Background: an optimization exercise with open tools, aiming at small area and a short achievable clock period. Do not read the settings as production practice. RTL that was checked went through simulation tests only; none was proved equivalent to the original. Function not checked in run 8: the RTL went through the layout flow alone. The clock port is modelled as an ideal driver; clocking choices that lean on that would not hold on a real chip. Power and IR drop assume default switching activity.

==> flow/design.v <==
`timescale 1ns/1ps
module fifo #(
    parameter N = 32,
    parameter depth = 3  
)(
    input wire clk,
    input wire reset,
    input wire wr_en,
    input wire rd_en,
    input [N-1:0] din,
    output reg [N-1:0] dout,
    output reg full,
    output reg empty
);
    localparam DEPTH = 2**depth;
    reg [DEPTH-1:0] wr_oh, rd_oh;    
    reg [N-1:0] mem [0:DEPTH-1];
    reg nempty;
    wire wr_fire = wr_en & ~full;
    wire rd_fire = rd_en & nempty;
    wire rd_fire_n = ~rd_fire;
    wire [DEPTH-1:0] wsel = wr_oh & {DEPTH{wr_fire}};
    wire [DEPTH-1:0] rsel = rd_oh & {DEPTH{rd_fire}};
    wire [DEPTH-1:0] wr_oh_inc = {wr_oh[DEPTH-2:0], wr_oh[DEPTH-1]};
    wire [DEPTH-1:0] rd_oh_inc = {rd_oh[DEPTH-2:0], rd_oh[DEPTH-1]};
    wire [N-1:0] dout_nx;
    wire [N-1:0] g0, g1, g2;
    genvar b;
    generate
        for (b = 0; b < N; b = b + 1) begin : rd
            fifo_aoi222 u0 (.a1(rsel[0]), .a2(mem[0][b]), .b1(rsel[1]), .b2(mem[1][b]),
                            .c1(rsel[2]), .c2(mem[2][b]), .y(g0[b]));
            fifo_aoi222 u1 (.a1(rsel[3]), .a2(mem[3][b]), .b1(rsel[4]), .b2(mem[4][b]),
                            .c1(rsel[5]), .c2(mem[5][b]), .y(g1[b]));
            fifo_aoi222 u2 (.a1(rsel[6]), .a2(mem[6][b]), .b1(rsel[7]), .b2(mem[7][b]),
                            .c1(rd_fire_n), .c2(dout[b]), .y(g2[b]));
            fifo_nand3 u3 (.a(g0[b]), .b(g1[b]), .c(g2[b]), .y(dout_nx[b]));
        end
    endgenerate
    integer i;
    always @(posedge clk) begin
        for (i = 0; i < DEPTH; i = i + 1)
            if (wsel[i])
                mem[i] <= din;
    end
    wire w_meets = |(wr_oh_inc & rd_oh);
    wire r_meets = |(rd_oh_inc & wr_oh);
    wire full_nx  = ~rd_fire & (full | (wr_fire & w_meets));
    wire empty_nx = ~wr_fire & (~nempty | (rd_fire & r_meets));
    always @(posedge clk or posedge reset) begin
        if (reset) begin
            wr_oh  <= {{(DEPTH-1){1'b0}}, 1'b1};
            rd_oh  <= {{(DEPTH-1){1'b0}}, 1'b1};
            dout   <= 0;
            full   <= 1'b0;
            nempty <= 1'b0;
            empty  <= 1'b1;
        end else begin
            if (wr_fire)
                wr_oh <= wr_oh_inc;
            if (rd_fire)
                rd_oh <= rd_oh_inc;
            dout   <= dout_nx;
            full   <= full_nx;
            nempty <= ~empty_nx;
            empty  <= empty_nx;
        end
    end
endmodule
module fifo_aoi222 (
    input wire a1, a2, b1, b2, c1, c2,
    output wire y
);
    assign y = ~((a1 & a2) | (b1 & b2) | (c1 & c2));
endmodule
module fifo_nand3 (
    input wire a, b, c,
    output wire y
);
    assign y = ~(a & b & c);
endmodule
==> flow/flow/run.sh <==
#!/bin/bash
# Own layout flow: the standard synthesis unchanged, then the standard ORFS
# layout with smaller port buffers, without the delay buffer cells, and with a
# clock tree one level shallower (see cts_hook.tcl).
set -euo pipefail
here=$(pwd)

bash standard.sh synth > synth.log 2>&1

platform_dont_use="sky130_fd_sc_hd__probe_p_8 sky130_fd_sc_hd__probec_p_8 sky130_fd_sc_hd__lpflow_bleeder_1 sky130_fd_sc_hd__lpflow_clkbufkapwr_1 sky130_fd_sc_hd__lpflow_clkbufkapwr_16 sky130_fd_sc_hd__lpflow_clkbufkapwr_2 sky130_fd_sc_hd__lpflow_clkbufkapwr_4 sky130_fd_sc_hd__lpflow_clkbufkapwr_8 sky130_fd_sc_hd__lpflow_clkinvkapwr_1 sky130_fd_sc_hd__lpflow_clkinvkapwr_16 sky130_fd_sc_hd__lpflow_clkinvkapwr_2 sky130_fd_sc_hd__lpflow_clkinvkapwr_4 sky130_fd_sc_hd__lpflow_clkinvkapwr_8 sky130_fd_sc_hd__lpflow_decapkapwr_12 sky130_fd_sc_hd__lpflow_decapkapwr_3 sky130_fd_sc_hd__lpflow_decapkapwr_4 sky130_fd_sc_hd__lpflow_decapkapwr_6 sky130_fd_sc_hd__lpflow_decapkapwr_8 sky130_fd_sc_hd__lpflow_inputiso0n_1 sky130_fd_sc_hd__lpflow_inputiso0p_1 sky130_fd_sc_hd__lpflow_inputiso1n_1 sky130_fd_sc_hd__lpflow_inputiso1p_1 sky130_fd_sc_hd__lpflow_inputisolatch_1 sky130_fd_sc_hd__lpflow_isobufsrc_1 sky130_fd_sc_hd__lpflow_isobufsrc_16 sky130_fd_sc_hd__lpflow_isobufsrc_2 sky130_fd_sc_hd__lpflow_isobufsrc_4 sky130_fd_sc_hd__lpflow_isobufsrc_8 sky130_fd_sc_hd__lpflow_isobufsrckapwr_16 sky130_fd_sc_hd__lpflow_lsbuf_lh_hl_isowell_tap_1 sky130_fd_sc_hd__lpflow_lsbuf_lh_hl_isowell_tap_2 sky130_fd_sc_hd__lpflow_lsbuf_lh_hl_isowell_tap_4 sky130_fd_sc_hd__lpflow_lsbuf_lh_isowell_4 sky130_fd_sc_hd__lpflow_lsbuf_lh_isowell_tap_1 sky130_fd_sc_hd__lpflow_lsbuf_lh_isowell_tap_2 sky130_fd_sc_hd__lpflow_lsbuf_lh_isowell_tap_4"
extra_dont_use="sky130_fd_sc_hd__clkdlybuf4s* sky130_fd_sc_hd__dlygate* sky130_fd_sc_hd__dlymetal*"

bash standard.sh \
  "BUFFER_PORTS_ARGS=-buffer_cell sky130_fd_sc_hd__buf_2" \
  "DONT_USE_CELLS=$platform_dont_use $extra_dont_use" \
  "PRE_CTS_TCL=$here/flow/cts_hook.tcl" \
  finish > layout.log 2>&1
==> flow/flow/cts_hook.tcl <==
# PRE_CTS hook: after TritonCTS builds the tree, replace its upper levels by
# NROOT root buffers driven straight from the clock port, each placed at the
# centre of the group of sink-cluster (leaf) buffers it drives. Every register
# still sees the same number of buffer levels (root, leaf), so the tree stays
# balanced; it only gets one level shallower.
proc rebuild_clock_roots {nroot master_name} {
  set block [ord::get_db_block]
  set db [ord::get_db]
  set master [$db findMaster $master_name]
  set port_net [$block findNet clk]
  set leaves {}
  set others {}
  foreach inst [$block getInsts] {
    set name [$inst getName]
    if {[string match "clkbuf_leaf_*" $name]} { lappend leaves $inst } elseif {[string match "clkbuf_*" $name]} { lappend others $inst }
  }
  # remove the upper levels
  foreach inst $others {
    set outIT [$inst findITerm X]; set onet [$outIT getNet]
    $outIT disconnect; [$inst findITerm A] disconnect
    odb::dbInst_destroy $inst
    # dummy loads CTS hung on this level go with it
    foreach it [$onet getITerms] {
      set load [$it getInst]
      if {[string match "clkload*" [$load getName]]} { odb::dbInst_destroy $load }
    }
    if {[$onet getName] != "clk"} { odb::dbNet_destroy $onet }
  }
  # leaf locations
  set pts {}
  foreach l $leaves {
    set bb [$l getBBox]
    lappend pts [list $l [expr {([$bb xMin]+[$bb xMax])/2}] [expr {([$bb yMin]+[$bb yMax])/2}]]
  }
  # k-means on leaf locations
  set n [llength $pts]
  set cents {}
  for {set k 0} {$k < $nroot} {incr k} {
    set p [lindex [lsort -integer -index 1 $pts] [expr {int(($k + 0.5) * $n / $nroot)}]]
    lappend cents [list [lindex $p 1] [lindex $p 2]]
  }
  for {set it 0} {$it < 50} {incr it} {
    set groups {}
    for {set k 0} {$k < $nroot} {incr k} { lappend groups {} }
    foreach p $pts {
      set best 0; set bd 1e18
      for {set k 0} {$k < $nroot} {incr k} {
        set c [lindex $cents $k]
        set d [expr {abs([lindex $p 1]-[lindex $c 0]) + abs([lindex $p 2]-[lindex $c 1])}]
        if {$d < $bd} { set bd $d; set best $k }
      }
      lset groups $best [concat [lindex $groups $best] [list $p]]
    }
    set cents {}
    foreach g $groups {
      if {[llength $g] == 0} { lappend cents {0 0}; continue }
      set sx 0; set sy 0
      foreach p $g { set sx [expr {$sx + [lindex $p 1]}]; set sy [expr {$sy + [lindex $p 2]}] }
      lappend cents [list [expr {$sx / [llength $g]}] [expr {$sy / [llength $g]}]]
    }
  }
  set k 0
  foreach g $groups c $cents {
    if {[llength $g] == 0} continue
    set inst [odb::dbInst_create $block $master "clkbuf_root_$k"]
    $inst setLocation [lindex $c 0] [lindex $c 1]
    $inst setPlacementStatus PLACED
    set net [odb::dbNet_create $block "clknet_root_$k"]
    $net setSigType CLOCK
    [$inst findITerm A] connect $port_net
    [$inst findITerm X] connect $net
    foreach p $g { [[lindex $p 0] findITerm A] disconnect; [[lindex $p 0] findITerm A] connect $net }
    incr k
  }
  puts "rebuilt clock roots: $k roots over [llength $leaves] leaves"
}

rename clock_tree_synthesis my_orig_clock_tree_synthesis
proc clock_tree_synthesis {args} {
  my_orig_clock_tree_synthesis {*}$args
  rebuild_clock_roots 4 sky130_fd_sc_hd__clkbuf_16
}
==> flow/standard.sh <==
#!/bin/bash
# synth_recipe.tcl (not shown) runs the flow's synth.tcl, then flattens the netlist and writes it again
# the make line also repeats each setting of config.mk as NAME=value (left out here)
make -C /OpenROAD-flow-scripts/flow DESIGN_CONFIG=/design/flow/config.mk WORK_HOME=/design/flow/orfs CLKGATE_MAP_FILE= SYNTH_SCRIPT=/design/flow/synth_recipe.tcl "${@:-finish}"
==> flow/config.mk <==
export PLATFORM = sky130hd
export DESIGN_NAME = fifo
export DESIGN_NICKNAME = fifo
export VERILOG_FILES = /design/flow/design.v
export SDC_FILE = /design/flow/constraint.sdc
export NUM_CORES = 4
export LEC_CHECK = 0
export CAP_MARGIN = 20
export CORE_MARGIN = 2
export CORE_UTILIZATION = 55
export CTS_CLUSTER_DIAMETER = 100
export CTS_CLUSTER_SIZE = 30
export PLACE_DENSITY = 0.75
export SETUP_SLACK_MARGIN = 1.4
export SLEW_MARGIN = 20
export SYNTH_HIERARCHICAL = 1
export SYNTH_MINIMUM_KEEP_SIZE = 0
==> flow/constraint.sdc <==
create_clock -name core_clock -period 3.0 [get_ports {clk}]
set_input_delay 0.6000 -clock core_clock [delete_from_list [all_inputs] [get_ports {clk}]]
set_output_delay 0.6000 -clock core_clock [all_outputs]
set_load 0.01 [all_outputs]
==> impl_metrics.env, run 1 <==
export IMPL_crit_arrival_ns=1.69
export IMPL_finalHoldViolCount=0
export IMPL_grt_max_degree=34
export IMPL_worst_slew_pin_slew_ns=0.632
export IMPL_final_layout_size_suffix_gt1_share_pct=22.6
export IMPL_crit_slowest_cell="and2_4"
export IMPL_core_area_um2=18700
export IMPL_path_cells="nor2b_4 -> and2_4"
export IMPL_wl_per_cell_um=30.4
export IMPL_clock_fmax_mhz=571
export IMPL_clk_latency_ns=0.34
export IMPL_crit_path_max_incr_delay_ns=0.58
export IMPL_ant_nets=0
export IMPL_async_reset_ff_share_pct=16.6
export IMPL_rr_worst_depth=2
export IMPL_num_rows=50
export IMPL_grt_antenna_before_repair=1
export IMPL_hpwl_um=11500
export IMPL_relSlewSlack_pct=57.7
export IMPL_io_buffers=69
export IMPL_final_core_util_pct=64.5
export IMPL_startpoint_type="register"
export IMPL_synth_seq_cells=307
export IMPL_yosysMostFrequentCell="edfxtp_1"
export IMPL_final_cell_area_um2=12100
export IMPL_gp_congestion=0.840
export IMPL_synth_edff_count=256
export IMPL_skew_ns=0.0516
export IMPL_avgSynthCellArea_um2=21.4
export IMPL_placement_cell_area_um2=11200
export IMPL_cts_sinks=307
export IMPL_seq_area_frac_synth_pct=85.6
export IMPL_cp_max_fo=33
export IMPL_track_usage_pct=24.3
export IMPL_finalCritPeriodShare_pct=58.4
export IMPL_yosysTopAreaCell="edfxtp_1"
export IMPL_drc_errors=0
export IMPL_synthCells=490
export IMPL_p_leak_nw=4.36
export IMPL_rsz0062_at_grt="yes"
export IMPL_ys_warn_count=9
export IMPL_worstSetupPathType="register to register"
export IMPL_synth_common_cells="edfxtp_1, a222oi_1, dfrtp_1"
export IMPL_cp_num_buf_inv=0
export IMPL_synth_ff_type="edfxtp_1"
export IMPL_die_x_um=142
export IMPL_outcome="timing/DRC/antenna clean"
export IMPL_cts_hold_buf=0
export IMPL_critPathTopFamily="simple AND/OR/NAND/NOR gates"
export IMPL_path_clk_slew_ns=0.11
export IMPL_crit_required_ns=2.93
export IMPL_max_cap_violations=0
export IMPL_first_global_vias=5701
export IMPL_final_nets=657
export IMPL_routed_wl_um=26200
export IMPL_vias_per_cell=7.10
export IMPL_layout_min_cycle_time_ns=1.75
export IMPL_die_y_um=142
export IMPL_worstSetupPathDepth=2
export IMPL_power_density_nw_per_um2=571
export IMPL_ir_drop_v=0.000493
export IMPL_start_util_pct=56.0
export IMPL_setup_violations=0
export IMPL_end_kind="register"
export IMPL_dr_pass1_iters=8
export IMPL_cts_tree="built"
export IMPL_syn_nets=526
export IMPL_overflow=0
export IMPL_cts_buffers=14
export IMPL_setup_tns_ns=0
export IMPL_drt_iter0_drc=1415
export IMPL_vias=6116
export IMPL_io_pins=70
export IMPL_netlist_area_um2=10500
export IMPL_die_area_um2=20200
export IMPL_syn_to_final_growth_pct=15.2
export IMPL_n_antenna_cell=0
export IMPL_grt_first_pass_wirelength_um=35600
export IMPL_min_path_type="primary input to asynchronous set/reset pin"
export IMPL_synth_top_area_share_pct=73.4
export IMPL_synth_cell_types=25
export IMPL_yosys_top_cells_area="edfxtp_1, dfrtp_1, a222oi_1"
export IMPL_maxSlewViolCount=0
[report_power, final]
part | switching [mW] | leakage (nW) | internal, mW
Combinational | 0.0853 | 1.16 | 0.0249
Sequential | 0.000000000233 | 3.00 | 4.61
Clock | 1.20 | 0.206 | 0.968
[sequential cells by signal, summed over array words and instances, names as in the netlist]
name    flops
rd_oh       8
dout       32
nempty      1
mem       256
wr_oh       8
empty       1
full        1
[per-module statistics from Yosys, one instance, submodules excluded]
module | flops+latches | cells inside | copies in the design
fifo_nand3 | 0 | 1 | 32
fifo_aoi222 | 0 | 1 | 96
fifo | 307 | 362 | 1
[cells by family (layout without fill, tap and decap cells)]
kind of cell	after synthesis	in the layout	synth area share, %
flops	307	307	85.6
compound gates	123	123	11.1
simple gates	56	68	3.00
buf+inv	4	130	0.263
[routing by layer]
layer	vias up	routed length, um	global-route usage (%)
met3	65	3800	5.55
li1	2505	-	-
met5	-	13	0
met4	2	642	5.95
met2	516	12200	37.7
met1	3028	9600	35.8
[cells in the final DEF (no fill, tap or decap), drive strengths merged]
cell and instances:
nor2 1, clkinvlp 1, dfrtp 48, a31oi 1, a31o 1, buf 104, a22oi 8, o21ai 1
dfstp 3, nand4 1, and4 1, a222oi 96, a21o 16, clkbuf 24, nand2b 1, nor2b 1
nand2 4, and2 8, and3 19, nand3 32, edfxtp 256, clkinv 1
[metrics by stage]
stage | std cells | total power [mW] | setup WS (ns) | hold slack, ns
3_5_place_dp | 795 | 4.81 | 0.889 | 0.464
2_1_floorplan | 490 | 4.74 | 1.41 | 0.447
3_3_place_gp | 795 | 4.80 | 1.00 | 0.452
6_report | 862 | 6.89 | 1.25 | 0.334
4_1_cts | 831 | 6.89 | 1.28 | 0.364
5_1_grt | 862 | 7.08 | 1.21 | 0.370
[path summary, 6_finish.rpt]
check                             endpoint  slack (ns)      start
worst min register to register     dout[6]        0.46  mem[7][6]
worst min-delay path               dout[6]        0.33      reset
min in group core_clock            dout[6]        0.46  mem[7][6]
worst max register to register  mem[4][11]        1.25       full
max in group asynchronous         wr_oh[0]        1.89      reset
worst max-delay path            mem[4][11]        1.25       full
[area by class of cell, clock buffers not listed]
class                      count  area [um2]
sequential                   307        8970
fill                        1238        6640
multi-input combinational    191        1680
timing repair buffer         105         681
tap                          234         293
buffer                         4         100
clock inverter                 1        30.0
inverter                       1        7.51
[timing repair]
item | 4_1_cts | 5_1_grt
gates cloned | 6 | 9
setup endpoints to repair | 287 | 281
endpoints found under the hold margin | 0 | 0
resized for setup | 15 | 40
pin swaps | 15 | 54
setup buffers | 6 | 22
==> inputs of run 2 (changes only) <==
--- a/flow/config.mk
+++ b/flow/config.mk
@@ -10,7 +10,7 @@
 export CORE_UTILIZATION = 55
 export CTS_CLUSTER_DIAMETER = 100
 export CTS_CLUSTER_SIZE = 30
-export PLACE_DENSITY = 0.75
+export GPL_ROUTABILITY_DRIVEN = 0
 export SETUP_SLACK_MARGIN = 1.4
 export SLEW_MARGIN = 20
 export SYNTH_HIERARCHICAL = 1
==> impl_metrics.env, run 2 <==
export IMPL_outcome="timing/DRC/antenna clean"
export IMPL_finalCritPeriodShare_pct=53.0
export IMPL_finalHoldViolCount=0
export IMPL_io_buffers=69
export IMPL_cts_buffers=14
export IMPL_dr_pass1_iters=6
export IMPL_synth_top_area_share_pct=73.4
export IMPL_end_kind="register"
export IMPL_p_leak_nw=4.23
export IMPL_rr_worst_depth=4
export IMPL_synth_ff_type="edfxtp_1"
export IMPL_cts_hold_buf=0
export IMPL_grt_antenna_before_repair=0
export IMPL_grt_max_degree=41
export IMPL_final_layout_size_suffix_gt1_share_pct=21.4
export IMPL_setup_violations=0
export IMPL_largest_reg_flops=256
export IMPL_endpoint="dout[20]"
export IMPL_synth_adder_area_share_pct=0
export IMPL_regToRegEndpoint="dout[20]"
export IMPL_avgSynthCellArea_um2=21.4
export IMPL_yosysTopAreaCell="edfxtp_1"
export IMPL_crit_path_max_incr_delay_ns=0.49
export IMPL_setup_tns_ns=0
export IMPL_startpoint="nempty"
export IMPL_start_util_pct=56.0
export IMPL_worstSetupPathType="register to register"
export IMPL_syn_to_final_growth_pct=12.4
export IMPL_rsz0062_at_grt="yes"
export IMPL_ys_warn_count=9
export IMPL_placement_cell_area_um2=11200
export IMPL_netlist_area_um2=10500
export IMPL_synth_common_cells="edfxtp_1, a222oi_1, dfrtp_1"
export IMPL_yosysMostFrequentCell="edfxtp_1"
export IMPL_die_area_um2=20200
export IMPL_power_frac_seq_pct=67.1
export IMPL_seq_area_frac_synth_pct=85.6
export IMPL_first_global_vias=5536
export IMPL_yosys_top_cells_area="edfxtp_1, dfrtp_1, a222oi_1"
export IMPL_async_reset_ff_share_pct=16.6
export IMPL_max_cap_violations=0
export IMPL_top_register="mem"
export IMPL_die_y_um=142
export IMPL_drt_iter0_drc=1012
export IMPL_clk_latency_ns=0.33
export IMPL_synth_edff_count=256
export IMPL_cp_max_fo=16
export IMPL_final_common_cell="edfxtp_1"
export IMPL_startpoint_type="register"
export IMPL_cts_tree="built"
export IMPL_die_x_um=142
export IMPL_synthCells=490
export IMPL_switching_share_pct=18.5
export IMPL_clock_fmax_mhz=629
export IMPL_combinationalPowerShare_pct=1.6
export IMPL_clkPwrFrac_pct=31.3
export IMPL_synth_cell_types=25
export IMPL_vias_per_cell=6.98
export IMPL_maxSlewViolCount=0
export IMPL_synthMuxAreaShare_pct=0
export IMPL_track_usage_pct=23.7
export IMPL_relSlewSlack_pct=60.8
export IMPL_overflow=0
export IMPL_synth_top_family_by_area="compound AO/OA/AOI/OAI gates"
export IMPL_reg2reg_slack_ns=1.41
export IMPL_cts_sinks=307
export IMPL_reg_top3="mem x256, dout x32"
export IMPL_ir_drop_v=0.000637
export IMPL_worst_slew_pin_slew_ns=0.586
export IMPL_ant_nets=0
export IMPL_vias=5821
export IMPL_layout_common_cells="edfxtp_1, a222oi_1, buf_2, dfrtp_1, nand3_1"
export IMPL_path_clk_slew_ns=0.11
export IMPL_syn_nets=526
export IMPL_power_density_nw_per_um2=584
export IMPL_drc_errors=0
export IMPL_crit_required_ns=3.19
export IMPL_path_cells="buf_2 -> and3_4 -> a222oi_1 -> nand3_1"
export IMPL_io_pins=70
export IMPL_hpwl_um=11200
export IMPL_wl_per_cell_um=31.0
export IMPL_skew_ns=0.0375
export IMPL_final_cell_area_um2=11800
export IMPL_routed_wl_um=25800
export IMPL_crit_slowest_cell="dfrtp_2"
export IMPL_intPower_mw=5.60
export IMPL_synth_compound_area_share_pct=11.1
export IMPL_final_nets=628
export IMPL_layout_min_cycle_time_ns=1.59
export IMPL_synthSimpleGateAreaFrac_pct=3.00
export IMPL_num_rows=50
export IMPL_synth_xor_area_share_pct=0
export IMPL_crit_arrival_ns=1.78
export IMPL_synth_seq_cells=307
export IMPL_r2r_start="nempty"
export IMPL_fillCellCount=1323
export IMPL_p_switching_mw=1.27
export IMPL_grt_first_pass_wirelength_um=34700
export IMPL_min_path_type="primary input to asynchronous set/reset pin"
export IMPL_core_area_um2=18700
## run 2: changes by cell type in the layout (fill, tap and decap cells not counted), sizes merged
cell,change
diode,+1
clkinvlp,+1
clkbuf,-1
buf,-28
and2,+8
clkinv,-1
nand2,-1
and3,-8
inv,+1
## run 2: per-layer routing
layer	track usage (%)	vias to the layer above	wire [um]
li1	-	2433	-
met1	35.4	3054	10300
met2	37.3	300	12400
met3	4.07	34	2560
met4	5.53	0	500
met5	0	-	0
## run 2: through the flow
stage	setup WS [ns]	utilization, %	hold slack (ns)	instances	power [mW]
after floorplan	1.41	-	0.447	490	4.74
after global placement	1.01	59.8	0.451	795	4.80
after detailed placement	0.959	59.8	0.457	795	4.81
after CTS	1.34	62.1	0.353	819	6.91
after global routing	1.36	62.9	0.383	833	7.07
final	1.41	62.9	0.346	834	6.87
## run 2: kinds of logic after synthesis
logic type | Yosys count
AND/OR/NAND/NOR | 56
flip-flops | 307
buffers and inverters | 4
AO/OA/AOI/OAI | 123
## run 2: timing repair
| item | in CTS | in global routing |
|---|---|---|
| pin swaps | 7 | 11 |
| endpoints found under the setup margin | 219 | 284 |
| buffers inserted | 0 | 3 |
| resized for setup | 4 | 14 |
| cloned | 0 | 11 |
## run 2: per-module statistics from Yosys, one instance, submodules excluded
module / cells / times used / cell area (um2) / flops+latches
fifo: 362 / 1 / 9350 / 307
fifo_aoi222: 1 / 96 / 10.0 / 0
fifo_nand3: 1 / 32 / 5.00 / 0
## run 2: cell type report, clock buffers not listed
type	count	area, um2	area share [%]
flip-flops and latches	307	8970	76.2
multi-input cells	190	1640	13.9
repair buffers	77	433	3.68
well taps	234	293	2.49
plain buffers	4	100	0.850
clock inverters	2	25.0	0.213
inverters	1	7.51	0.0638
diodes	1	2.50	0.0213
## run 2: power by group through the flow
| stage | Sequential (mW) | Combinational, mW | Clock [mW] |
|---|---|---|---|
| final | 4.61 | 0.109 | 2.15 |
| after global routing | 4.61 | 0.123 | 2.33 |
| after CTS | 4.61 | 0.103 | 2.19 |
| after detailed placement | 4.71 | 0.103 | 0 |
| after global placement | 4.71 | 0.0950 | 0 |
| after floorplan | 4.71 | 0.0248 | 0 |
## run 2: critical path: cells and delay by family (launching register included)
kind                   cells  cell delay (ns)
AO/OA/AOI/OAI              1             0.40
buffers and inverters      1             0.19
flip-flops                 1             0.49
AND/OR/NAND/NOR            2             0.39
## run 2: worst min-delay path by stage
| stage | start | end | slack, ns |
|---|---|---|---|
| after global placement | mem[4][18] | dout[18] | 0.45 |
| after detailed placement | mem[4][28] | dout[28] | 0.46 |
| after CTS | reset | dout[27] | 0.35 |
| after global routing | reset | dout[27] | 0.38 |
| after floorplan | mem[4][0] | dout[0] | 0.45 |
| final | reset | rd_oh[2] | 0.35 |
==> inputs of run 3 (changes only) <==
--- a/flow/config.mk
+++ b/flow/config.mk
@@ -7,10 +7,9 @@
 export LEC_CHECK = 0
 export CAP_MARGIN = 20
 export CORE_MARGIN = 2
-export CORE_UTILIZATION = 55
+export CORE_UTILIZATION = 50
 export CTS_CLUSTER_DIAMETER = 100
 export CTS_CLUSTER_SIZE = 30
-export GPL_ROUTABILITY_DRIVEN = 0
 export SETUP_SLACK_MARGIN = 1.4
 export SLEW_MARGIN = 20
 export SYNTH_HIERARCHICAL = 1
==> impl_metrics.env, run 3 <==
export IMPL_outcome="timing/DRC/antenna clean"
export IMPL_dr_pass1_iters=6
export IMPL_worst_slew_pin_slew_ns=0.598
export IMPL_crit_path_max_incr_delay_ns=0.52
export IMPL_cts_sinks=307
export IMPL_reg_top3="mem x256, dout x32"
export IMPL_finalCritPeriodShare_pct=53.6
export IMPL_ant_nets=0
export IMPL_syn_to_final_growth_pct=14.9
export IMPL_setup_violations=0
export IMPL_grt_antenna_before_repair=2
export IMPL_io_pins=70
export IMPL_final_cell_area_um2=12000
export IMPL_synth_seq_cells=307
export IMPL_final_common_cell="edfxtp_1"
export IMPL_layout_min_cycle_time_ns=1.61
export IMPL_track_usage_pct=23.5
export IMPL_relSlewSlack_pct=60.1
export IMPL_synth_top_area_share_pct=73.4
export IMPL_start_util_pct=51.3
export IMPL_netlist_area_um2=10500
export IMPL_rsz0062_at_grt="yes"
export IMPL_startpoint_type="register"
export IMPL_overflow=0
export IMPL_p_total_mw=6.91
export IMPL_drt_iter0_drc=961
export IMPL_drc_errors=0
export IMPL_hpwl_um=11500
export IMPL_first_global_vias=5895
export IMPL_skew_ns=0.0573
export IMPL_yosys_top_cells_area="edfxtp_1, dfrtp_1, a222oi_1"
export IMPL_p_leak_nw=4.33
export IMPL_layout_common_cells="edfxtp_1, a222oi_1, buf_2, dfrtp_1, nand3_1"
export IMPL_die_y_um=149
export IMPL_timing_final_ws_setup_ns=1.39
export IMPL_top_register="mem"
export IMPL_seq_area_frac_synth_pct=85.6
export IMPL_wl_per_cell_um=31.0
export IMPL_max_cap_violations=0
export IMPL_gp_congestion=0.754
export IMPL_path_clk_slew_ns=0.11
export IMPL_vias_per_cell=6.80
export IMPL_setup_tns_ns=0
export IMPL_min_path_type="primary input to asynchronous set/reset pin"
export IMPL_avgSynthCellArea_um2=21.4
export IMPL_num_rows=52
export IMPL_stdcell_count=889
export IMPL_die_x_um=149
export IMPL_worstSetupPathType="register to register"
export IMPL_final_nets=647
export IMPL_core_area_um2=20400
export IMPL_cts_tree="built"
export IMPL_power_density_nw_per_um2=574
export IMPL_crit_required_ns=2.98
export IMPL_clock_fmax_mhz=622
export IMPL_synth_ff_type="edfxtp_1"
export IMPL_placed_cells=831
export IMPL_final_layout_size_suffix_gt1_share_pct=22.7
export IMPL_ir_drop_v=0.000763
export IMPL_finalHoldViolCount=0
export IMPL_synth_edff_count=256
export IMPL_syn_nets=526
export IMPL_vias=6041
export IMPL_ys_warn_count=9
export IMPL_io_buffers=69
export IMPL_grt_first_pass_wirelength_um=37200
export IMPL_clk_latency_ns=0.34
export IMPL_end_kind="register"
export IMPL_final_core_util_pct=58.9
export IMPL_synth_common_cells="edfxtp_1, a222oi_1, dfrtp_1"
export IMPL_die_area_um2=22100
export IMPL_async_reset_ff_share_pct=16.6
export IMPL_placement_cell_area_um2=11200
export IMPL_synth_cell_types=25
export IMPL_reg2reg_slack_ns=1.39
export IMPL_largest_reg_flops=256
export IMPL_grt_max_degree=36
export IMPL_yosysTopAreaCell="edfxtp_1"
export IMPL_routed_wl_um=27600
export IMPL_preCtsSetupSlack_ns=0.916
export IMPL_holdWs_ns=0.313
export IMPL_synthCells=490
export IMPL_yosysMostFrequentCell="edfxtp_1"
export IMPL_crit_arrival_ns=1.59
export IMPL_cp_max_fo=16
export IMPL_maxSlewViolCount=0
export IMPL_crit_slowest_cell="and2_2"
export IMPL_cts_buffers=14
export IMPL_path_cells="nor2b_4 -> buf_12 -> and2_2"
[run 3: cell counts after synthesis]
No cell type changed its count.
[run 3: modules after synthesis (local to each module, per instance)]
module       times used  cells inside
fifo                  1           362
fifo_aoi222          96             1
fifo_nand3           32             1
[run 3: kinds of logic after synthesis]
| kind of cell | share of synthesized area [%] |
|---|---|
| flops | 85.6 |
| compound gates | 11.1 |
| buf+inv | 0.263 |
| simple gates | 3.00 |
[run 3: cell type report, clock buffers not listed]
cell class	count	area, um2
clock inverters	1	30.0
well taps	270	338
flip-flops and latches	307	8970
inverters	1	7.51
plain buffers	4	100
multi-input cells	196	1720
repair buffers	90	569
diodes	2	5.00
fillers	1523	8390
[run 3: path summary, 6_finish.rpt]
| path | start | to | depth (start not counted) |
|---|---|---|---|
| worst max-delay path | full | mem[5][29] | 3 |
| worst min-delay path | reset | dout[2] | 2 |
| worst max register to register | full | mem[5][29] | 3 |
| worst min register to register | mem[4][10] | dout[10] | 2 |
| max in group asynchronous | reset | wr_oh[0] | 3 |
| min in group core_clock | mem[4][10] | dout[10] | 2 |
[run 3: per-layer routing]
| layer | GRT usage (%) | up-vias | routed length (um) | share of wire [%] |
|---|---|---|---|---|
| met1 | 34.4 | 3147 | 10500 | 38 |
| met5 | 0 | - | 13 | 0.047 |
| met4 | 6.52 | 2 | 776 | 2.8 |
| li1 | - | 2477 | - | - |
| met2 | 36.6 | 366 | 12700 | 46 |
| met3 | 4.80 | 49 | 3510 | 13 |
[run 3: critical path, delay by kind of cell (launching register included)]
family | cells | cell delay, ns
and+or+nand+nor | 2 | 0.68
DFF | 1 | 0.44
buffers and inverters | 1 | 0.15
[run 3: repair_timing]
item / 4_1_cts / 5_1_grt
gates cloned: 6 / 11
setup buffers: 6 / 10
gates resized for setup: 14 / 23
pin swaps: 16 / 26
endpoints found under the setup margin: 263 / 271
hold buffers: 0 / 0
[run 3: power breakdown]
| part | total [mW] | switching (mW) | internal, mW | leakage (nW) |
|---|---|---|---|---|
| Sequential | 4.61 | 0.000000000224 | 4.61 | 3.00 |
| Clock | 2.18 | 1.21 | 0.964 | 0.205 |
| Combinational | 0.116 | 0.0878 | 0.0279 | 1.13 |
| Total | 6.91 | 1.30 | 5.61 | 4.33 |
==> inputs of run 4 (changes only) <==
--- a/flow/config.mk
+++ b/flow/config.mk
@@ -7,7 +7,7 @@
 export LEC_CHECK = 0
 export CAP_MARGIN = 20
 export CORE_MARGIN = 2
-export CORE_UTILIZATION = 50
+export CORE_UTILIZATION = 60
 export CTS_CLUSTER_DIAMETER = 100
 export CTS_CLUSTER_SIZE = 30
 export SETUP_SLACK_MARGIN = 1.4
==> impl_metrics.env, run 4 <==
export IMPL_fillCellCount=1136
export IMPL_async_reset_ff_share_pct=16.6
export IMPL_yosys_top_cells_area="edfxtp_1, dfrtp_1, a222oi_1"
export IMPL_crit_required_ns=3.18
export IMPL_final_layout_size_suffix_gt1_share_pct=23.8
export IMPL_dr_pass1_iters=9
export IMPL_clk_latency_ns=0.32
export IMPL_vias=6012
export IMPL_ys_warn_count=9
export IMPL_netlist_area_um2=10500
export IMPL_reg_top3="mem x256, dout x32"
export IMPL_seq_area_frac_synth_pct=85.6
export IMPL_drt_iter0_drc=1066
export IMPL_end_kind="register"
export IMPL_core_area_um2=17200
export IMPL_die_y_um=136
export IMPL_wl_per_cell_um=31.9
export IMPL_io_buffers=69
export IMPL_gp_congestion=0.732
export IMPL_vias_per_cell=7.10
export IMPL_top_register="mem"
export IMPL_track_usage_pct=26.9
export IMPL_finalHoldViolCount=0
export IMPL_synth_seq_cells=307
export IMPL_maxSlewViolCount=0
export IMPL_grt_first_pass_wirelength_um=35500
export IMPL_synth_top_area_share_pct=73.4
export IMPL_num_rows=48
export IMPL_grt_max_degree=35
export IMPL_relSlewSlack_pct=57.9
export IMPL_path_clk_slew_ns=0.11
export IMPL_layout_common_cells="edfxtp_1, a222oi_1, buf_2, dfrtp_1, nand3_1"
export IMPL_first_global_vias=5680
export IMPL_rsz0062_at_grt="yes"
export IMPL_final_cell_area_um2=12000
export IMPL_cts_hold_buf=0
export IMPL_ant_nets=0
export IMPL_clock_fmax_mhz=613
export IMPL_cp_max_fo=33
export IMPL_drc_errors=0
export IMPL_setup_tns_ns=0
export IMPL_startpoint_type="register"
export IMPL_synthCells=490
export IMPL_io_pins=70
export IMPL_yosysTopAreaCell="edfxtp_1"
export IMPL_finalCritPeriodShare_pct=54.4
export IMPL_synth_cell_types=25
export IMPL_max_cap_violations=0
export IMPL_grt_antenna_before_repair=2
export IMPL_outcome="timing/DRC/antenna clean"
export IMPL_worst_slew_pin_slew_ns=0.631
export IMPL_synth_common_cells="edfxtp_1, a222oi_1, dfrtp_1"
export IMPL_largest_reg_flops=256
export IMPL_placement_cell_area_um2=11200
export IMPL_holdWs_ns=0.333
export IMPL_setup_violations=0
export IMPL_worstSetupPathType="register to register"
export IMPL_syn_nets=526
export IMPL_synth_edff_count=256
export IMPL_final_nets=652
export IMPL_hpwl_um=11400
export IMPL_min_path_type="primary input to asynchronous set/reset pin"
export IMPL_cts_tree="built"
export IMPL_cts_sinks=307
export IMPL_avgSynthCellArea_um2=21.4
export IMPL_power_density_nw_per_um2=574
export IMPL_p_leak_nw=4.36
export IMPL_crit_arrival_ns=1.81
export IMPL_die_x_um=136
export IMPL_final_core_util_pct=69.8
export IMPL_start_util_pct=61.0
export IMPL_skew_ns=0.0282
export IMPL_routed_wl_um=27100
export IMPL_overflow=0
export IMPL_syn_to_final_growth_pct=14.4
export IMPL_final_common_cell="edfxtp_1"
export IMPL_die_area_um2=18500
export IMPL_layout_min_cycle_time_ns=1.63
export IMPL_cts_buffers=14
export IMPL_yosysMostFrequentCell="edfxtp_1"
export IMPL_synth_ff_type="edfxtp_1"
export IMPL_ir_drop_v=0.000534
-- run 4: cell counts after synthesis --
Identical to the previous run, type by type.
-- run 4: path summary, 6_finish.rpt --
check,slack (ns),end,cells past startpoint,start
min,0.33,dout[25],2,reset
min reg2reg,0.46,dout[15],2,mem[1][15]
max reg2reg,1.37,dout[8],4,nempty
min in group core_clock,0.46,dout[15],2,mem[1][15]
max,1.37,dout[8],4,nempty
max in group asynchronous,1.88,empty,3,reset
-- run 4: area by class of cell, clock buffers not listed --
type	instances	area, um2	area share, %
Sequential cell	307	8970	74.8
Multi-Input combinational cell	196	1720	14.3
Timing Repair Buffer	95	582	4.85
Tap cell	225	282	2.35
Buffer	4	100	0.835
Clock inverter	1	30.0	0.251
Inverter	1	7.51	0.0626
Antenna cell	1	2.50	0.0209
-- run 4: metrics by stage --
| step | total power, mW | instances | worst slack [ns] |
|---|---|---|---|
| 3_5_place_dp | 4.81 | 787 | 0.895 |
| 2_1_floorplan | 4.74 | 490 | 1.41 |
| 6_report | 6.88 | 847 | 1.37 |
| 4_1_cts | 6.88 | 812 | 1.29 |
| 3_3_place_gp | 4.80 | 787 | 0.990 |
| 5_1_grt | 7.05 | 846 | 1.34 |
-- run 4: logic make-up after synthesis --
| kind of cell | synth area share, % |
|---|---|
| AOI/OAI and AO/OA | 11.1 |
| DFF | 85.6 |
| and+or+nand+nor | 3.00 |
| buffers and inverters | 0.263 |
-- run 4: power breakdown --
group | internal (mW) | switching, mW | leakage (nW) | total [mW]
logic | 0.0253 | 0.0858 | 1.16 | 0.111
clock network | 0.960 | 1.20 | 0.203 | 2.16
registers | 4.61 | 0.000000000226 | 3.00 | 4.61
-- run 4: per-module statistics from Yosys, one instance, submodules excluded --
module	flops+latches	area [um2]
fifo_nand3	0	5.00
fifo	307	9350
fifo_aoi222	0	10.0
-- run 4: repair_timing --
item / in CTS / in global routing
resized for setup: 12 / 21
pin swaps: 10 / 41
setup buffers: 0 / 20
setup endpoints to repair: 288 / 288
gates cloned: 3 / 14
endpoints found under the hold margin: 0 / 0
-- run 4: critical path, cell delays in order (launching register included) --
cell and delay (ns):
dfrtp_2 0.43, buf_8 0.15, and3_4 0.32, a222oi_1 0.45, nand3_1 0.14
-- run 4: metal layers --
metal / vias up / GRT usage [%] / part of all wire, %
met5: - / 0 / 0.018
met4: 2 / 7.64 / 2.7
met3: 47 / 3.84 / 12
met2: 419 / 43.7 / 48
met1: 3053 / 38.9 / 38
li1: 2491 / - / -
==> inputs of run 5 (changes only) <==
--- a/flow/config.mk
+++ b/flow/config.mk
@@ -7,10 +7,10 @@
 export LEC_CHECK = 0
 export CAP_MARGIN = 20
 export CORE_MARGIN = 2
-export CORE_UTILIZATION = 60
+export CORE_UTILIZATION = 55
 export CTS_CLUSTER_DIAMETER = 100
 export CTS_CLUSTER_SIZE = 30
-export SETUP_SLACK_MARGIN = 1.4
+export SETUP_SLACK_MARGIN = 1.42
 export SLEW_MARGIN = 20
 export SYNTH_HIERARCHICAL = 1
 export SYNTH_MINIMUM_KEEP_SIZE = 0
==> impl_metrics.env, run 5 <==
export IMPL_outcome="timing/DRC/antenna clean"
export IMPL_yosys_top_cells_area="edfxtp_1, dfrtp_1, a222oi_1"
export IMPL_crit_arrival_ns=1.75
export IMPL_grt_antenna_before_repair=1
export IMPL_drt_iter0_drc=773
export IMPL_worstSetupPathType="register to register"
export IMPL_synthCells=490
export IMPL_rsz0062_at_grt="yes"
export IMPL_yosysTopAreaCell="edfxtp_1"
export IMPL_first_global_vias=5445
export IMPL_min_path_type="primary input to asynchronous set/reset pin"
export IMPL_startpoint_type="register"
export IMPL_synth_seq_cells=307
export IMPL_ant_nets=0
export IMPL_syn_to_final_growth_pct=14.1
export IMPL_synth_cell_types=25
export IMPL_placed_cells=793
export IMPL_ir_drop_v=0.000478
export IMPL_num_rows=50
export IMPL_grt_first_pass_wirelength_um=34000
export IMPL_start_util_pct=56.0
export IMPL_layout_common_cells="edfxtp_1, a222oi_1, buf_2, dfrtp_1, nand3_1"
export IMPL_synth_ff_type="edfxtp_1"
export IMPL_track_usage_pct=23.3
export IMPL_setup_tns_ns=0
export IMPL_finalHoldViolCount=0
export IMPL_cts_buffers=14
export IMPL_cts_sinks=307
export IMPL_skew_ns=0.0383
export IMPL_multi_input_area_um2=1610
export IMPL_p_total_mw=6.87
export IMPL_relSlewSlack_pct=38.6
export IMPL_finalCritPeriodShare_pct=52.3
export IMPL_layout_min_cycle_time_ns=1.57
export IMPL_die_y_um=142
export IMPL_holdWs_ns=0.451
export IMPL_io_pins=70
export IMPL_power_density_nw_per_um2=575
export IMPL_seq_area_frac_synth_pct=85.6
export IMPL_synth_common_cells="edfxtp_1, a222oi_1, dfrtp_1"
export IMPL_vias_per_cell=6.85
export IMPL_synth_top_area_share_pct=73.4
export IMPL_setup_violations=0
export IMPL_clk_latency_ns=0.32
export IMPL_yosysMostFrequentCell="edfxtp_1"
export IMPL_fillCellCount=1303
export IMPL_top_register="mem"
export IMPL_die_area_um2=20200
export IMPL_reg_top3="mem x256, dout x32"
export IMPL_die_x_um=142
export IMPL_max_cap_violations=0
export IMPL_gp_congestion=0.743
export IMPL_n_antenna_cell=0
export IMPL_syn_nets=526
export IMPL_async_reset_ff_share_pct=16.6
export IMPL_regArea_um2=8970
export IMPL_cts_hold_buf=0
export IMPL_netlist_area_um2=10500
export IMPL_stdcell_count=844
export IMPL_hpwl_um=10900
export IMPL_cts_tree="built"
export IMPL_maxSlewViolCount=0
export IMPL_final_nets=640
export IMPL_vias=5781
export IMPL_timing_final_ws_setup_ns=1.43
export IMPL_final_layout_size_suffix_gt1_share_pct=23.0
export IMPL_dr_pass1_iters=9
export IMPL_preCtsSetupSlack_ns=1.03
export IMPL_end_kind="register"
export IMPL_io_buffers=69
export IMPL_largest_reg_flops=256
export IMPL_wl_per_cell_um=29.8
export IMPL_overflow=0
export IMPL_drc_errors=0
export IMPL_crit_required_ns=3.18
export IMPL_p_leak_nw=4.33
export IMPL_path_clk_slew_ns=0.11
export IMPL_synth_edff_count=256
export IMPL_final_common_cell="edfxtp_1"
export IMPL_cp_max_fo=33
export IMPL_avgSynthCellArea_um2=21.4
export IMPL_ys_warn_count=9
export IMPL_routed_wl_um=25200
export IMPL_clock_fmax_mhz=638
export IMPL_worst_slew_pin_slew_ns=0.920
export IMPL_grt_max_degree=41
export IMPL_core_area_um2=18700
## run 5: cell counts after synthesis
Identical to the previous run, type by type.
## run 5: layer usage
metal / global-route usage (%) / wire, um / up-vias
li1: - / - / 2447
met1: 33.1 / 10100 / 3005
met2: 38.2 / 12400 / 285
met3: 4.61 / 2040 / 42
met4: 5.00 / 557 / 2
met5: 0 / 12 / -
## run 5: per-module statistics from Yosys, one instance, submodules excluded
module	cells	flip-flops and latches	cell area (um2)	copies in the design
fifo	362	307	9350	1
fifo_aoi222	1	0	10.0	96
fifo_nand3	1	0	5.00	32
## run 5: worst max-delay path, stage by stage, from the launching register on
cell	delay, ns
dfrtp_2	0.50
and3_4	0.34
a222oi_1	0.46
nand3_1	0.13
## run 5: cell type report, clock buffers not listed
type	count	area share, %
sequential	307	75.1
multi-input combinational	187	13.5
timing repair buffer	92	5.39
tap	234	2.45
buffer	4	0.838
clock inverter	2	0.230
inverter	1	0.0628
## run 5: path summary, 6_finish.rpt
path,depth (start not counted),from,slack [ns],to
hold reg to reg,2,mem[4][11],0.45,dout[11]
max in group asynchronous,3,reset,1.77,dout[15]
setup / recovery,3,nempty,1.43,dout[19]
min in group core_clock,2,mem[4][11],0.45,dout[11]
hold / removal,2,reset,0.45,dout[16]
setup reg to reg,3,nempty,1.43,dout[19]
## run 5: logic make-up after synthesis
group,Yosys count,synth area share [%]
AOI/OAI and AO/OA,123,11.1
DFF,307,85.6
and+or+nand+nor,56,3.00
buffers and inverters,4,0.263
## run 5: power breakdown
group / internal (mW) / switching [mW] / total, mW
Sequential: 4.61 / 0.000000000404 / 4.61
Combinational: 0.0241 / 0.0826 / 0.107
Clock: 0.963 / 1.19 / 2.15
## run 5: what timing repair did
item	in CTS	in global routing
endpoints found under the setup margin	288	279
gates cloned	0	8
pin swaps	5	15
setup buffers	0	20
resized for setup	2	8
## run 5: per-stage QoR
stage | utilization (%) | cell area (um2)
2_1_floorplan | - | 10500
3_5_place_dp | 59.7 | 11200
4_1_cts | 62.0 | 11600
5_1_grt | 63.9 | 11900
6_report | 63.9 | 11900
3_3_place_gp | 59.7 | 11200
==> inputs of run 6 (changes only) <==
--- a/flow/config.mk
+++ b/flow/config.mk
@@ -10,7 +10,7 @@
 export CORE_UTILIZATION = 55
 export CTS_CLUSTER_DIAMETER = 100
 export CTS_CLUSTER_SIZE = 30
-export SETUP_SLACK_MARGIN = 1.42
+export SETUP_SLACK_MARGIN = 1.38
 export SLEW_MARGIN = 20
 export SYNTH_HIERARCHICAL = 1
 export SYNTH_MINIMUM_KEEP_SIZE = 0
==> impl_metrics.env, run 6 <==
export IMPL_grt_antenna_before_repair=0
export IMPL_top_register="mem"
export IMPL_preCtsSetupSlack_ns=0.959
export IMPL_wl_met3_um=2240
export IMPL_intPower_mw=5.60
export IMPL_core_area_um2=18700
export IMPL_ant_nets=0
export IMPL_dr_pass1_iters=6
export IMPL_synth_seq_cells=307
export IMPL_yosysMostFrequentCell="edfxtp_1"
export IMPL_wl_per_cell_um=30.3
export IMPL_synthCells=490
export IMPL_final_common_cell="edfxtp_1"
export IMPL_die_area_um2=20200
export IMPL_cts_hold_buf=0
export IMPL_relSlewSlack_pct=56.4
export IMPL_topRoutingLayerUsed="met4"
export IMPL_cts_buffers=14
export IMPL_p_leak_nw=4.23
export IMPL_finalCritPeriodShare_pct=55.0
export IMPL_power_frac_seq_pct=67.1
export IMPL_timing_final_ws_setup_ns=1.35
export IMPL_async_reset_ff_share_pct=16.6
export IMPL_synth_edff_count=256
export IMPL_routed_wl_um=25100
export IMPL_crit_slowest_cell="and2_4"
export IMPL_start_util_pct=56.0
export IMPL_gp_congestion=0.770
export IMPL_cts_tree="built"
export IMPL_critPathTopFamily="simple AND/OR/NAND/NOR gates"
export IMPL_drt_met1_wl_um=10100
export IMPL_overflow=0
export IMPL_cp_num_buf_inv=0
export IMPL_die_x_um=142
export IMPL_worstSetupPathType="register to register"
export IMPL_layout_min_cycle_time_ns=1.65
export IMPL_yosys_top_cells_area="edfxtp_1, dfrtp_1, a222oi_1"
export IMPL_final_nets=626
export IMPL_syn_to_final_growth_pct=12.4
export IMPL_clock_fmax_mhz=606
export IMPL_skew_ns=0.0370
export IMPL_synth_cell_types=25
export IMPL_worst_slew_pin_slew_ns=0.654
export IMPL_io_pins=70
export IMPL_outcome="timing/DRC/antenna clean"
export IMPL_finalHoldViolCount=0
export IMPL_vias=5778
export IMPL_track_usage_pct=23.7
export IMPL_combinationalPowerShare_pct=1.5
export IMPL_vias_per_cell=6.95
export IMPL_crit_path_max_incr_delay_ns=0.60
export IMPL_setup_violations=0
export IMPL_fillCellCount=1333
export IMPL_route_met2_wl_um=12400
export IMPL_synth_common_cells="edfxtp_1, a222oi_1, dfrtp_1"
export IMPL_largest_reg_flops=256
export IMPL_drc_errors=0
export IMPL_multi_input_area_um2=1630
export IMPL_rr_worst_depth=2
export IMPL_hpwl_um=11200
export IMPL_end_kind="register"
export IMPL_path_cells="nor2b_4 -> and2_4"
export IMPL_ys_warn_count=9
export IMPL_reg_top3="mem x256, dout x32"
export IMPL_syn_nets=526
export IMPL_rsz0062_at_grt="yes"
export IMPL_die_y_um=142
export IMPL_final_layout_size_suffix_gt1_share_pct=21.1
export IMPL_seq_area_frac_synth_pct=85.6
export IMPL_crit_required_ns=2.94
export IMPL_synth_top_area_share_pct=73.4
export IMPL_grt_max_degree=41
export IMPL_cts_sinks=307
export IMPL_crit_arrival_ns=1.59
export IMPL_synth_ff_type="edfxtp_1"
export IMPL_setup_tns_ns=0
export IMPL_io_buffers=69
export IMPL_layout_common_cells="edfxtp_1, a222oi_1, buf_2, dfrtp_1, nand3_1"
export IMPL_regArea_um2=8970
export IMPL_worstSetupPathDepth=2
export IMPL_grt_first_pass_wirelength_um=34700
export IMPL_num_rows=50
export IMPL_netlist_area_um2=10500
export IMPL_cp_max_fo=33
export IMPL_maxSlewViolCount=0
export IMPL_ir_drop_v=0.000624
export IMPL_clk_latency_ns=0.33
export IMPL_path_clk_slew_ns=0.11
export IMPL_p_switching_mw=1.27
export IMPL_yosysTopAreaCell="edfxtp_1"
export IMPL_startpoint_type="register"
export IMPL_power_density_nw_per_um2=583
export IMPL_first_global_vias=5526
export IMPL_avgSynthCellArea_um2=21.4
export IMPL_drt_iter0_drc=988
export IMPL_max_cap_violations=0
export IMPL_clkPwrFrac_pct=31.3
export IMPL_switching_share_pct=18.5
export IMPL_min_path_type="primary input to asynchronous set/reset pin"
export IMPL_n_antenna_cell=0
## run 6: cell counts after synthesis
Identical to the previous run, type by type.
## run 6: modules after synthesis, one instance, submodules excluded
module | cells inside | times used | area, um2 | flops+latches
fifo | 362 | 1 | 9350 | 307
fifo_aoi222 | 1 | 96 | 10.0 | 0
fifo_nand3 | 1 | 32 | 5.00 | 0
## run 6: final cells by class, clock buffers not listed
type                       instances  area share, %
inverter                           1         0.0637
clock inverter                     2          0.212
tap                              234           2.49
sequential                       307           76.2
buffer                             4          0.850
multi-input combinational        187           13.8
timing repair buffer              78           3.88
## run 6: stage by stage
| stage | cell area, um2 | power [mW] | cells | hold slack (ns) | util, % |
|---|---|---|---|---|---|
| 2_1_floorplan | 10500 | 4.74 | 490 | 0.447 | - |
| 3_3_place_gp | 11200 | 4.80 | 795 | 0.451 | 59.8 |
| 3_5_place_dp | 11200 | 4.81 | 795 | 0.457 | 59.8 |
| 4_1_cts | 11600 | 6.91 | 819 | 0.353 | 62.1 |
| 5_1_grt | 11800 | 7.06 | 831 | 0.383 | 63.0 |
| 6_report | 11800 | 6.87 | 831 | 0.350 | 63.0 |
## run 6: repair_timing
action | CTS | global route
buffers inserted | 0 | 4
cloned | 0 | 8
setup endpoints to repair | 165 | 274
pin swaps | 7 | 11
gates resized for setup | 3 | 20
## run 6: worst reg2reg max path, stage by stage, from the launching register on
cell     delay [ns]
dfrtp_1        0.44
nor2b_4        0.23
and2_4         0.60
## run 6: power groups by stage
stage          sequential [mW]  combinational, mW  clock, mW
4_1_cts                   4.61              0.103       2.19
3_3_place_gp              4.71             0.0950          0
6_report                  4.61              0.106       2.15
2_1_floorplan             4.71             0.0248          0
5_1_grt                   4.61              0.119       2.33
3_5_place_dp              4.71              0.103          0
## run 6: cells by family after synthesis
| kind of cell | Yosys count | synth area share (%) |
|---|---|---|
| compound gates | 123 | 11.1 |
| buf+inv | 4 | 0.263 |
| flops | 307 | 85.6 |
| simple gates | 56 | 3.00 |
## run 6: worst paths after layout
kind	from	end	slack (ns)
worst max-delay path	full	mem[7][26]	1.35
worst min-delay path	reset	rd_oh[2]	0.35
worst max register to register	full	mem[7][26]	1.35
worst min register to register	mem[4][28]	dout[28]	0.48
max in group asynchronous	reset	dout[16]	1.91
min in group core_clock	mem[4][28]	dout[28]	0.48
## run 6: per-layer routing
metal  global-route usage, %  vias up
li1                        -     2424
met1                    35.3     3032
met2                    37.3      290
met3                    4.07       32
met4                    5.53        0
met5                       0        -
==> inputs of run 7 (changes only) <==
--- a/flow/flow/run.sh
+++ b/flow/flow/run.sh
@@ -12,6 +12,7 @@
 
 bash standard.sh \
   "BUFFER_PORTS_ARGS=-buffer_cell sky130_fd_sc_hd__buf_2" \
+  "PRE_GLOBAL_PLACE_TCL=$here/flow/io_hook.tcl" \
   "DONT_USE_CELLS=$platform_dont_use $extra_dont_use" \
   "PRE_CTS_TCL=$here/flow/cts_hook.tcl" \
   finish > layout.log 2>&1
==> flow/flow/io_hook.tcl (new file) <==
# PRE_GLOBAL_PLACE hook: every port still gets a buffer, but the inputs, which
# have ample slack, get the smallest one and the outputs a buf_2.
rename buffer_ports my_orig_buffer_ports
proc buffer_ports {args} {
  my_orig_buffer_ports -inputs -buffer_cell sky130_fd_sc_hd__buf_1
  my_orig_buffer_ports -outputs -buffer_cell sky130_fd_sc_hd__buf_2
}
--- a/flow/config.mk
+++ b/flow/config.mk
@@ -10,7 +10,7 @@
 export CORE_UTILIZATION = 55
 export CTS_CLUSTER_DIAMETER = 100
 export CTS_CLUSTER_SIZE = 30
-export SETUP_SLACK_MARGIN = 1.38
+export SETUP_SLACK_MARGIN = 1.4
 export SLEW_MARGIN = 20
 export SYNTH_HIERARCHICAL = 1
 export SYNTH_MINIMUM_KEEP_SIZE = 0
==> impl_metrics.env, run 7 <==
export IMPL_wl_per_cell_um=30.6
export IMPL_maxSlewViolCount=0
export IMPL_rsz0062_at_grt="yes"
export IMPL_cts_sinks=307
export IMPL_clock_fmax_mhz=595
export IMPL_ir_drop_v=0.000636
export IMPL_yosysMostFrequentCell="edfxtp_1"
export IMPL_startpoint_type="register"
export IMPL_syn_to_final_growth_pct=12.5
export IMPL_synth_seq_cells=307
export IMPL_placed_cells=795
export IMPL_intPower_mw=5.60
export IMPL_route_met2_wl_um=12500
export IMPL_power_density_nw_per_um2=584
export IMPL_preCtsSetupSlack_ns=0.889
export IMPL_timing_final_ws_setup_ns=1.32
export IMPL_start_util_pct=56.0
export IMPL_end_kind="register"
export IMPL_num_rows=50
export IMPL_p_total_mw=6.88
export IMPL_crit_slowest_cell="and2_4"
export IMPL_setup_tns_ns=0
export IMPL_die_x_um=142
export IMPL_synth_cell_types=25
export IMPL_synth_edff_count=256
export IMPL_layout_common_cells="edfxtp_1, a222oi_1, dfrtp_1, buf_2, buf_1"
export IMPL_holdWs_ns=0.356
export IMPL_synthCells=490
export IMPL_min_path_type="primary input to asynchronous set/reset pin"
export IMPL_vias_per_cell=7.00
export IMPL_top_register="mem"
export IMPL_synth_xor_area_share_pct=0
export IMPL_n_antenna_cell=0
export IMPL_outcome="timing/DRC/antenna clean"
export IMPL_relSlewSlack_pct=53.7
export IMPL_crit_path_max_incr_delay_ns=0.61
export IMPL_drc_errors=0
export IMPL_ant_nets=0
export IMPL_syn_nets=526
export IMPL_final_common_cell="edfxtp_1"
export IMPL_routed_wl_um=25600
export IMPL_synth_compound_area_share_pct=11.1
export IMPL_synth_adder_area_share_pct=0
export IMPL_die_area_um2=20200
export IMPL_p_switching_mw=1.28
export IMPL_setup_violations=0
export IMPL_path_cells="nor2b_4 -> and2_4"
export IMPL_netlist_area_um2=10500
export IMPL_wl_met3_um=2480
export IMPL_drt_met1_wl_um=9870
export IMPL_cts_hold_buf=0
export IMPL_synthSimpleGateAreaFrac_pct=3.00
export IMPL_stdcell_count=835
export IMPL_track_usage_pct=23.3
export IMPL_async_reset_ff_share_pct=16.6
export IMPL_worst_slew_pin_slew_ns=0.693
export IMPL_grt_first_pass_wirelength_um=33800
export IMPL_avgSynthCellArea_um2=21.4
export IMPL_crit_arrival_ns=1.61
export IMPL_p_leak_nw=4.17
export IMPL_largest_reg_flops=256
export IMPL_ys_warn_count=9
export IMPL_dr_pass1_iters=6
export IMPL_clk_latency_ns=0.32
export IMPL_rr_worst_depth=2
export IMPL_worstSetupPathType="register to register"
export IMPL_core_area_um2=18700
export IMPL_placement_cell_area_um2=11200
export IMPL_synth_common_cells="edfxtp_1, a222oi_1, dfrtp_1"
export IMPL_synth_top_area_share_pct=73.4
export IMPL_clkPwrFrac_pct=31.5
export IMPL_final_cell_area_um2=11800
export IMPL_synth_top_family_by_area="compound AO/OA/AOI/OAI gates"
export IMPL_drt_iter0_drc=1037
export IMPL_cts_tree="built"
export IMPL_synth_ff_type="edfxtp_1"
export IMPL_crit_required_ns=2.93
export IMPL_synthMuxAreaShare_pct=0
export IMPL_io_buffers=69
export IMPL_seq_area_frac_synth_pct=85.6
export IMPL_power_frac_seq_pct=67.0
export IMPL_final_core_util_pct=63.0
export IMPL_max_cap_violations=0
export IMPL_first_global_vias=5566
export IMPL_grt_max_degree=41
export IMPL_hpwl_um=11000
export IMPL_grt_antenna_before_repair=0
export IMPL_yosys_top_cells_area="edfxtp_1, dfrtp_1, a222oi_1"
export IMPL_switching_share_pct=18.6
export IMPL_yosysTopAreaCell="edfxtp_1"
export IMPL_topRoutingLayerUsed="met4"
export IMPL_overflow=0
export IMPL_gp_congestion=0.746
export IMPL_die_y_um=142
export IMPL_path_clk_slew_ns=0.11
export IMPL_vias=5849
export IMPL_final_nets=630
export IMPL_layout_min_cycle_time_ns=1.68
export IMPL_finalCritPeriodShare_pct=56.0
export IMPL_final_layout_size_suffix_gt1_share_pct=16.0
export IMPL_cp_max_fo=33
export IMPL_finalHoldViolCount=0
export IMPL_combinationalPowerShare_pct=1.4
export IMPL_io_pins=70
export IMPL_skew_ns=0.0320
export IMPL_reg_top3="mem x256, dout x32"
export IMPL_cts_buffers=14
-- run 7: cell types whose count changed in the layout (fill, tap and decap cells not counted), sizes merged --
cell	previous run	this run
inv	1	0
clkinv	0	1
clkinvlp	2	1
and3	16	17
buf	76	80
-- run 7: repair_timing --
| action | 4_1_cts | 5_1_grt |
|---|---|---|
| endpoints found under the hold margin | 0 | 0 |
| setup endpoints to repair | 290 | 285 |
| gates resized for setup | 5 | 19 |
| buffers inserted | 0 | 7 |
| cloned | 0 | 9 |
| pin swaps | 7 | 22 |
-- run 7: power groups by stage --
stage / clock, mW / sequential (mW) / combinational, mW
detailed placement: 0 / 4.71 / 0.0943
CTS: 2.21 / 4.61 / 0.0947
finish: 2.17 / 4.61 / 0.0988
global placement: 0 / 4.71 / 0.0877
floorplan: 0 / 4.71 / 0.0248
global route: 2.35 / 4.61 / 0.112
-- run 7: routing by layer --
metal  GRT usage, %  up-vias
met2           38.9      347
met5              0        -
met3           3.10       43
met4           8.05        0
met1           32.2     3021
li1               -     2438
-- run 7: cells by family after synthesis --
family                 after synthesis
buffers and inverters                4
DFF                                307
AOI/OAI and AO/OA                  123
and+or+nand+nor                     56
-- run 7: Yosys stat by module (local to each module, per instance) --
module	copies in the design	flops+latches	cell area (um2)
fifo	1	307	9350
fifo_aoi222	96	0	10.0
fifo_nand3	32	0	5.00
-- run 7: layout make-up, clock buffers not listed --
cell class | count | area (um2)
multi-input combinational | 188 | 1640
inverter | 1 | 7.51
timing repair buffer | 81 | 439
fill | 1321 | 6930
buffer | 4 | 100
sequential | 307 | 8970
tap | 234 | 293
clock inverter | 1 | 30.0
-- run 7: critical path, delay by kind of cell, from the launching register on --
kind | cells | cell delay [ns]
AND/OR/NAND/NOR | 2 | 0.83
flip-flops | 1 | 0.44
-- run 7: worst paths after layout --
path	start	slack (ns)	end
setup / recovery	full	1.32	mem[1][27]
hold / removal	reset	0.36	rd_oh[3]
setup reg to reg	full	1.32	mem[1][27]
hold reg to reg	mem[4][22]	0.48	dout[22]
max in group asynchronous	reset	1.99	dout[19]
min in group core_clock	mem[4][22]	0.48	dout[22]
==> inputs of run 8 (changes only) <==
--- a/flow/design.v
+++ b/flow/design.v
@@ -13,16 +13,18 @@
     output reg empty
 );
     localparam DEPTH = 2**depth;
-    reg [DEPTH-1:0] wr_oh, rd_oh;    
+    reg [DEPTH-1:0] wr_oh, rd_g;
     reg [N-1:0] mem [0:DEPTH-1];
     reg nempty;
     wire wr_fire = wr_en & ~full;
     wire rd_fire = rd_en & nempty;
     wire rd_fire_n = ~rd_fire;
     wire [DEPTH-1:0] wsel = wr_oh & {DEPTH{wr_fire}};
-    wire [DEPTH-1:0] rsel = rd_oh & {DEPTH{rd_fire}};
+    wire [DEPTH-1:0] rsel = rd_g & {DEPTH{rd_en}};
+    wire [DEPTH-1:0] rd_oh = rd_g | (wr_oh & {DEPTH{~nempty}});
     wire [DEPTH-1:0] wr_oh_inc = {wr_oh[DEPTH-2:0], wr_oh[DEPTH-1]};
     wire [DEPTH-1:0] rd_oh_inc = {rd_oh[DEPTH-2:0], rd_oh[DEPTH-1]};
+    wire [DEPTH-1:0] rd_oh_nx = rd_fire ? rd_oh_inc : rd_oh;
     wire [N-1:0] dout_nx;
     wire [N-1:0] g0, g1, g2;
     genvar b;
@@ -50,7 +52,7 @@
     always @(posedge clk or posedge reset) begin
         if (reset) begin
             wr_oh  <= {{(DEPTH-1){1'b0}}, 1'b1};
-            rd_oh  <= {{(DEPTH-1){1'b0}}, 1'b1};
+            rd_g   <= {DEPTH{1'b0}};
             dout   <= 0;
             full   <= 1'b0;
             nempty <= 1'b0;
@@ -58,8 +60,7 @@
         end else begin
             if (wr_fire)
                 wr_oh <= wr_oh_inc;
-            if (rd_fire)
-                rd_oh <= rd_oh_inc;
+            rd_g   <= rd_oh_nx & {DEPTH{~empty_nx}};
             dout   <= dout_nx;
             full   <= full_nx;
             nempty <= ~empty_nx;
--- a/flow/flow/run.sh
+++ b/flow/flow/run.sh
@@ -12,7 +12,6 @@
 
 bash standard.sh \
   "BUFFER_PORTS_ARGS=-buffer_cell sky130_fd_sc_hd__buf_2" \
-  "PRE_GLOBAL_PLACE_TCL=$here/flow/io_hook.tcl" \
   "DONT_USE_CELLS=$platform_dont_use $extra_dont_use" \
   "PRE_CTS_TCL=$here/flow/cts_hook.tcl" \
   finish > layout.log 2>&1
--- a/flow/flow/cts_hook.tcl
+++ b/flow/flow/cts_hook.tcl
@@ -19,11 +19,6 @@
     set outIT [$inst findITerm X]; set onet [$outIT getNet]
     $outIT disconnect; [$inst findITerm A] disconnect
     odb::dbInst_destroy $inst
-    # dummy loads CTS hung on this level go with it
-    foreach it [$onet getITerms] {
-      set load [$it getInst]
-      if {[string match "clkload*" [$load getName]]} { odb::dbInst_destroy $load }
-    }
     if {[$onet getName] != "clk"} { odb::dbNet_destroy $onet }
   }
   # leaf locations
removed: flow/flow/io_hook.tcl
==> impl_metrics.env, run 8 <==
export IMPL_outcome="timing/DRC/antenna clean"
export IMPL_synthCells=531
export IMPL_die_x_um=144
export IMPL_netlist_area_um2=10700
export IMPL_cp_num_buf_inv=0
export IMPL_dr_pass1_iters=7
export IMPL_start_util_pct=55.7
export IMPL_first_global_vias=5905
export IMPL_cts_buffers=14
export IMPL_layout_common_cells="edfxtp_1, a222oi_1, buf_2, dfrtp_1, nand3_1"
export IMPL_p_leak_nw=4.28
export IMPL_routed_wl_um=25900
export IMPL_gp_congestion=0.868
export IMPL_path_cells="nor2b_1 -> o21ai_0 -> nand2_1 -> or4_1 -> nand2_1"
export IMPL_drt_iter0_drc=954
export IMPL_n_antenna_cell=0
export IMPL_max_cap_violations=0
export IMPL_core_area_um2=19300
export IMPL_multi_input_area_um2=1830
export IMPL_regArea_um2=8970
export IMPL_avgSynthCellArea_um2=20.2
export IMPL_fillCellCount=1379
export IMPL_final_common_cell="edfxtp_1"
export IMPL_synth_edff_count=256
export IMPL_stdcell_count=950
export IMPL_syn_to_final_growth_pct=16.6
export IMPL_die_y_um=144
export IMPL_finalHoldViolCount=0
export IMPL_startpoint_type="register"
export IMPL_wl_per_cell_um=27.2
export IMPL_synth_common_cells="edfxtp_1, a222oi_1, dfrtp_1"
export IMPL_worstSetupPathType="register to register"
export IMPL_syn_nets=567
export IMPL_placed_cells=871
export IMPL_reg_top3="mem x256, dout x32"
export IMPL_io_pins=70
export IMPL_seq_area_frac_synth_pct=83.6
export IMPL_synth_adder_area_share_pct=0
export IMPL_ir_drop_v=0.000536
export IMPL_die_area_um2=20600
export IMPL_skew_ns=0.0187
export IMPL_clock_fmax_mhz=604
export IMPL_drc_errors=0
export IMPL_vias=6306
export IMPL_hpwl_um=12500
export IMPL_cp_max_fo=6
export IMPL_synth_cell_types=40
export IMPL_setup_violations=0
export IMPL_cts_hold_buf=0
==> run 8: cell types whose count changed in the layout (fill, tap and decap cells not counted), sizes merged, moves of 3 or more <==
cell    change
and2       +13
and3       -17
a22oi       -8
inv         +7
nor2        +3
buf        +47
a21oi      +12
a21o        -8
nor3        +7
o21ai       +6
a211oi      +6
nor2b       +3
==> run 8: worst reg2reg max path, cell delays in order (launching register included) <==
cell and delay [ns]:
dfrtp_1 0.48, nor2b_1 0.17, o21ai_0 0.23, nand2_1 0.11
or4_1 0.53, nand2_1 0.08
==> run 8: worst paths after layout <==
kind,cells past startpoint,end,startpoint,slack (ns)
worst max-delay path,5,rd_g[5],wr_oh[6],1.34
worst min-delay path,2,rd_g[6],reset,0.34
worst max register to register,5,rd_g[5],wr_oh[6],1.34
worst min register to register,2,dout[24],mem[4][24],0.48
max in group asynchronous,3,empty,reset,1.94
min in group core_clock,2,dout[24],mem[4][24],0.48
==> run 8: layout make-up, clock buffers not listed <==
class	count	share of cell area, %
Sequential cell	307	71.8
Multi-Input combinational cell	220	14.6
Timing Repair Buffer	128	7.34
Tap cell	265	2.65
Buffer	4	0.800
Inverter	6	0.210
Clock inverter	2	0.200
==> run 8: layer usage <==
| metal | part of all wire, % | vias to the layer above | GRT usage, % |
|---|---|---|---|
| li1 | - | 2658 | - |
| met3 | 10 | 37 | 4.70 |
| met4 | 1.9 | 0 | 6.24 |
| met5 | 0 | - | 0 |
| met1 | 41 | 3256 | 34.0 |
| met2 | 47 | 355 | 37.4 |
==> run 8: what timing repair did <==
| item | in CTS | in global routing |
|---|---|---|
| buffers inserted | 5 | 42 |
| pin swaps | 7 | 20 |
| endpoints found under the hold margin | 0 | 0 |
| gates cloned | 0 | 7 |
| gates resized for setup | 11 | 12 |
| endpoints found under the setup margin | 292 | 233 |
==> run 8: cell families after synthesis <==
group | Yosys count
AO/OA/AOI/OAI | 141
buffers and inverters | 11
flip-flops | 307
AND/OR/NAND/NOR | 72
==> run 8: through the flow <==
stage | area [um2] | util (%) | setup slack [ns] | total power [mW]
floorplan | 10800 | - | 1.28 | 7.49
global placement | 11500 | 59.7 | 0.953 | 8.47
detailed placement | 11500 | 59.7 | 0.907 | 8.56
CTS | 12000 | 62.4 | 1.22 | 10.7
global route | 12500 | 64.9 | 1.29 | 11.6
finish | 12500 | 64.9 | 1.34 | 11.1
==> run 8: per-module statistics from Yosys (local to each module, per instance) <==
module / cell area, um2 / flip-flops and latches / copies in the design / cells inside
fifo_nand3: 5.00 / 0 / 32 / 1
fifo: 9610 / 307 / 1 / 403
fifo_aoi222: 10.0 / 0 / 96 / 1
==> run 8: where the power goes <==
| part | switching [mW] | leakage [nW] | internal (mW) |
|---|---|---|---|
| Combinational | 1.73 | 1.17 | 1.17 |
| Clock | 1.19 | 0.205 | 0.966 |
| Sequential | 0.475 | 2.90 | 5.61 |
